Context: an optimization exercise on an open-source flow, tuned for a short achievable clock period and few clock cycles. The choices shown serve that exercise and are no tape-out recipe.
Power is estimated from default activity; no workload was simulated.

==> run A: inputs <==
Design rv32i_core, start of the top module:
module rv32i_core (
    input  logic Rst,
    input  logic Clk,
    output logic [31:0] imem_addr,
    input  logic [31:0] imem_rdata,
    output logic        dmem_re,
    output logic        dmem_we,
    output logic [1:0]  dmem_size,
    output logic [31:0] dmem_addr,
    output logic [31:0] dmem_wdata,
    input  logic [31:0] dmem_rdata,
    output logic        retire_valid,
    output logic [31:0] retire_pc,
    output logic        retire_we,
    output logic [4:0]  retire_rd,
    output logic [31:0] retire_wdata
);
export LEC_CHECK = 0
export ABC_CLOCK_PERIOD_IN_PS = 3500
export CAP_MARGIN = 30
export CORE_MARGIN = 2
export CORE_UTILIZATION = 40
export GPL_TIMING_DRIVEN = 1
export SLEW_MARGIN = 20
create_clock -name core_clock -period 12.0 [get_ports {Clk}]
standard.sh (not shown) runs the stock make flow with config.mk's settings and CLKGATE_MAP_FILE= SYNTH_SCRIPT=/design/flow/synth_recipe.tcl, a recipe that flattens the netlist after the stock synthesis.
==> flow/flow/run.sh <==
#!/bin/bash
set -euo pipefail
export MOVE_PATTERNS='ret_* st_m* re_m* sz_m* sd_m*'
bash standard.sh SETUP_SLACK_MARGIN=8.5 TNS_END_PERCENT=100 MATCH_CELL_FOOTPRINT=0 \
  POST_RESIZE_TCL=$PWD/flow/post_rsz.tcl finish > standard_flow.log 2>&1
==> flow/flow/post_rsz.tcl <==
# Move each flip-flop that drives only an output port's buffer, and whose name
# matches one of MOVE_PATTERNS, next to that buffer (detailed placement then
# legalizes it).
set block [ord::get_db_block]
set moved 0
foreach port [get_ports -filter "direction == output"] {
  set pnet [get_nets [get_full_name $port]]
  foreach drv [get_pins -of_objects $pnet -filter "direction == output"] {
    set buf [get_cells -of_objects $drv]
    set bin [get_pins -of_objects $buf -filter "direction == input"]
    set inet [get_nets -of_objects $bin]
    if {[llength [get_pins -of_objects $inet]] != 2} { continue }
    foreach d2 [get_pins -of_objects $inet -filter "direction == output"] {
      set ff [get_cells -of_objects $d2]
      if {[llength [get_pins -of_objects $ff -filter "name == CLK"]] != 1} { continue }
      set name [get_full_name $ff]
      set hit 0
      foreach pat $::env(MOVE_PATTERNS) { if {[string match $pat $name]} { set hit 1 } }
      if {!$hit} { continue }
      set bi [sta::sta_to_db_inst $buf]
      set fi [sta::sta_to_db_inst $ff]
      lassign [$bi getLocation] x y
      $fi setLocation $x $y
      incr moved
    }
  }
}
puts "post_rsz: moved $moved output flip-flops next to their port buffers"
estimate_parasitics -placement
==> run R (differences from run A) <==
--- a/flow/design.v
+++ b/flow/design.v
@@ -35,19 +35,19 @@
     logic        pt_e;
     logic [31:0] a_e, b_e, sd_e;
     logic        fa_e, fb_e, fs_e, nf_e;
     logic        sub_e, sra_e;
     logic        s_add_e, s_sll_e, s_slt_e, s_sltu_e, s_xor_e, s_srx_e, s_or_e, s_and_e, s_link_e;
     logic        is_br_e, is_jalr_e, is_ld_e, is_st_e, is_ctl_e, we_e;
     logic        c_eq_e, c_lt_e, c_ltu_e, c_inv_e;
-    logic        force_tk_e, m_nt_e;
+    logic        force_tk_e, m_nt_e, sk_e;
     logic [4:0]  rd_e;
     logic [2:0]  f3_e;
-    logic        v_m, re_m, st_m, we_m, is_ld_m, upd_m, tk_m, rdr_m;
-    logic [31:0] pc_m, res_m, addr_m, sd_m, tgt_m, rpn_m, rpt_m;
+    logic        v_m, re_m, st_m, we_m, is_ld_m, upd_m, tk_m, rdr_m, skill_m;
+    logic [31:0] pc_m, res_m, reswn_m, addr_m, sd_m, tgt_m, rpn_m, rptn_m;
     logic        jalr_m;
     logic [4:0]  rd_m;
     logic        lb_m, lh_m, ls_m;
     logic [1:0]  sz_m;
     logic        ret_v, ret_we;
     logic [31:0] ret_pc, ret_wd;
     logic [4:0]  ret_rd;
@@ -70,15 +70,15 @@
             f_tgt = f_tgt | ({(GH-1){fm[i]}} & btb_tgt[i]);
         end
     end
     assign f_hit = |(fm & btb_p);
     assign pc_f4 = pc_f + 32'd4;
     logic [31:0] pc_slow;
     always_comb begin
-        if (rdr_m)      pc_slow = !tk_m ? rpn_m : jalr_m ? rpt_m : tgt_m;
+        if (rdr_m)      pc_slow = !tk_m ? rpn_m : jalr_m ? ~rptn_m : tgt_m;
         else if (stall) pc_slow = pc_f;
         else if (f_hit) pc_slow = {pc_f[31:GH+1], f_tgt, 2'b00};
         else            pc_slow = pc_f4;
     end
     logic fred_t, fred_n, fred;
     always_comb begin
         if (fred_t)      pc_next = tgt_e;
@@ -152,35 +152,35 @@
     assign imm = imm_d;
     logic [31:0] rf [32];
     logic [31:0] rv;
     logic [31:0] rf1, rf2, r1, r2;
     assign rf1 = rv[rs1] ? rf[rs1] : 32'd0;
     assign rf2 = rv[rs2] ? rf[rs2] : 32'd0;
     logic [31:0] ld, mv;
-    assign mv = is_ld_m ? ld : res_m;
+    assign mv = is_ld_m ? ld : ~reswn_m;
     always_ff @(posedge Clk) begin
         if (v_m && we_m) rf[rd_m] <= mv;
     end
     always_ff @(posedge Clk or posedge Rst) begin
         if (Rst)              rv <= 32'd0;
         else if (v_m && we_m) rv[rd_m] <= 1'b1;
     end
     logic h1e, h1m, h2e, h2m;
-    assign h1e = v_e && we_e && (rd_e == rs1);
+    assign h1e = v_e && !skill_m && we_e && (rd_e == rs1);
     assign h1m = v_m && we_m && (rd_m == rs1);
-    assign h2e = v_e && we_e && (rd_e == rs2);
+    assign h2e = v_e && !skill_m && we_e && (rd_e == rs2);
     assign h2m = v_m && we_m && (rd_m == rs2);
     assign r1 = h1m ? mv : rf1;
     assign r2 = h2m ? mv : rf2;
     assign stall = v_d && v_e && is_ld_e && ((use1 && h1e) || (use2 && h2e));
     logic [31:0] tgt_d;
     assign tgt_d  = pc_d + timm_d;
     always_ff @(posedge Clk or posedge Rst) begin
         if (Rst) v_e <= 1'b0;
-        else     v_e <= v_d && !stall && !rdr_m && !fred;
+        else     v_e <= v_d && !stall && !rdr_m && !fred && !fkill;
     end
     always_ff @(posedge Clk) begin
         pc_e   <= pc_d;
         pc4_e  <= pc_d + 32'd4;
         tgt_e  <= tgt_d;
         rd_e   <= rd;
         f3_e   <= f3;
@@ -210,34 +210,46 @@
         s_link_e <= is_jal | is_jalr;
         c_eq_e  <= (f3[2] == 1'b0);
         c_lt_e  <= (f3[2:1] == 2'b10);
         c_ltu_e <= (f3[2:1] == 2'b11);
         c_inv_e <= f3[0];
         force_tk_e <= is_jal | is_jalr;
         m_nt_e     <= pt_d;
+        sk_e       <= is_br && !pt_d && (timm_d == 32'd8);
         pt_e       <= pt_d && !is_jalr;
         ptgt_e     <= ptgt_d;
     end
     logic [31:0] a, b, sd;
     assign a  = ({32{fa_e}} & res_m) | a_e;
     assign b  = ({32{fb_e}} & res_m) | b_e;
     assign sd = ({32{fs_e}} & res_m) | sd_e;
-    logic [31:0] bx;
-    logic [16:0] slo;
-    logic [15:0] shi0, shi1;
+    logic [32:0] sum33;
     logic [31:0] sum;
-    assign bx   = b ^ {32{sub_e}};
-    assign slo  = {1'b0, a[15:0]} + {1'b0, bx[15:0]} + {16'd0, sub_e};
-    assign shi0 = a[31:16] + bx[31:16];
-    assign shi1 = a[31:16] + bx[31:16] + 16'd1;
-    assign sum  = {({16{slo[16]}} & shi1) | ({16{!slo[16]}} & shi0), slo[15:0]};
+    assign sum33 = {a, 1'b1} + {b ^ {32{sub_e}}, sub_e};
+    assign sum   = sum33[32:1];
+    logic eqf, ltf, ltuf;
+    assign eqf  = (a_e == b_e);
+    assign ltf  = ($signed(a_e) < $signed(b_e));
+    assign ltuf = (a_e < b_e);
+    logic eq10, lt10, ltu10, eq01, lt01, ltu01;
+    assign eq10  = (res_m == b_e);
+    assign lt10  = ($signed(res_m) < $signed(b_e));
+    assign ltu10 = (res_m < b_e);
+    assign eq01  = (a_e == res_m);
+    assign lt01  = ($signed(a_e) < $signed(res_m));
+    assign ltu01 = (a_e < res_m);
+    logic c00, c10, c01, c11;
+    assign c00 = !fa_e && !fb_e;
+    assign c10 =  fa_e && !fb_e;
+    assign c01 = !fa_e &&  fb_e;
+    assign c11 =  fa_e &&  fb_e;
     logic eq, lt, ltu;
-    assign eq  = (a == b);
-    assign lt  = ($signed(a) < $signed(b));
-    assign ltu = (a < b);
+    assign eq  = (c00 & eqf)  | (c10 & eq10)  | (c01 & eq01) | c11;
+    assign lt  = (c00 & ltf)  | (c10 & lt10)  | (c01 & lt01);
+    assign ltu = (c00 & ltuf) | (c10 & ltu10) | (c01 & ltu01);
     logic [31:0] sll, srx;
     logic [32:0] sr33;
     assign sll  = a << b[4:0];
     assign sr33 = $signed({sra_e & a[31], a}) >>> b[4:0];
     assign srx  = sr33[31:0];
     logic [31:0] alu;
     assign alu = ({32{s_add_e}}  & sum)
@@ -247,54 +259,58 @@
                | ({32{s_xor_e}}  & (a ^ b))
                | ({32{s_srx_e}}  & srx)
                | ({32{s_or_e}}   & (a | b))
                | ({32{s_and_e}}  & (a & b))
                | ({32{s_link_e}} & pc4_e);
     logic taken;
     assign taken = is_br_e ? (((c_eq_e & eq) | (c_lt_e & lt) | (c_ltu_e & ltu)) ^ c_inv_e) : force_tk_e;
-    logic ve, tgt_ok, red_t, red_n;
-    assign ve       = v_e && !rdr_m;
+    logic ve, skp, tgt_ok, red_t, red_n;
+    assign ve       = v_e && !rdr_m && !skill_m;
+    assign skp      = sk_e && v_d && !pt_d;
     assign tgt_ok   = pt_e && (tgt_e == {pc_e[31:GH+1], ptgt_e, 2'b00});
-    assign red_t    = ve && !tgt_ok;
+    assign red_t    = ve && !tgt_ok && !skp;
     assign red_n    = ve && m_nt_e;
     assign redirect = !nf_e && (taken ? red_t : red_n);
-    logic eqf, ltf, ltuf, takenf;
-    assign eqf    = (a_e == b_e);
-    assign ltf    = ($signed(a_e) < $signed(b_e));
-    assign ltuf   = (a_e < b_e);
+    logic takenf;
     assign takenf = is_br_e ? (((c_eq_e & eqf) | (c_lt_e & ltf) | (c_ltu_e & ltuf)) ^ c_inv_e) : force_tk_e;
     assign fred_t = nf_e && takenf && red_t;
     assign fred_n = nf_e && !takenf && red_n;
     assign fred   = fred_t || fred_n;
+    logic fkill, skill;
+    assign fkill  = nf_e && takenf && ve && skp;
+    assign skill  = !nf_e && taken && ve && skp;
     always_ff @(posedge Clk or posedge Rst) begin
         if (Rst) begin
             rdr_m <= 1'b0;
+            skill_m <= 1'b0;
             v_m   <= 1'b0;
             re_m  <= 1'b0;
             st_m  <= 1'b0;
         end else begin
             rdr_m <= redirect;
+            skill_m <= skill;
             v_m   <= ve;
             re_m  <= ve && is_ld_e;
             st_m  <= ve && is_st_e;
         end
     end
     always_ff @(posedge Clk) begin
         jalr_m  <= is_jalr_e;
-        if (is_jalr_e) rpt_m <= sum;
+        rptn_m  <= ~sum;     
         rpn_m   <= pc4_e;
         pc_m    <= pc_e;
         we_m    <= we_e;
         rd_m    <= rd_e;
         lb_m    <= (f3_e[1:0] == 2'b00);
         lh_m    <= (f3_e[1:0] == 2'b01);
         ls_m    <= !f3_e[2];
         sz_m    <= f3_e[1:0];
         is_ld_m <= is_ld_e;
         res_m   <= alu;
+        reswn_m <= ~alu;
         addr_m  <= sum;
         sd_m    <= sd;
         tgt_m   <= tgt_e;
         upd_m   <= ve && is_ctl_e;
         tk_m    <= taken;
     end
     assign dmem_re    = re_m;
==> metrics.csv <==
metric,value,unit
multi-input combinational cell count,4179,
"Clk Latency, worst-skew pair",0.92,ns
post-synthesis adder-cell area fraction,2.85,%
final net count,7868,
status,"complete, no violations",
Source of the figures above: run R

==> metrics.csv <==
metric,value,unit
CP startpoint,fb_e$_DFF_P_,
Ant. Diodes,16,
status,"complete, no violations",
combinational cell power,2.53,mW
multi-input combinational cell count,3945,
"Clk Latency, worst-skew pair",0.96,ns
switch share,26.7,%
final net count,7450,
Source of the figures above: run A

Function was not checked in any run of this note: the RTL went through the layout flow alone.

==> what the ideal ports hide <==
The results above use ideal ports. As a check the final layouts listed here were re-extracted and re-timed, cells and wires unchanged.
Step 1, drivers: a clkbuf_16 drives Clk and a buf_2 each remaining input, both assumed.
Step 2, shift: input delay + t, output delay - t, t = (earliest + latest rising clock arrival at the registers) / 2. This alone moves slack from input paths to output paths.
Three values: no drivers, after step 1, after step 2; two values: the first two.
run | t, ns | setup slack, ns | slew at the worst register clock pin (ns) | worst data-port slew with drivers (ns)
run A | 0.985 | 7.824 / 7.824 / 7.535 | 0.08 / 0.08 | 0.17
run R | 0.964 | 8.109 / 8.109 / 7.552 | 0.07 / 0.07 | 0.27
After both steps setup and hold are still met in every run listed. The setup slack of run R, which loses most, moves by 0.000 ns with the drivers and by -0.557 ns with both steps.
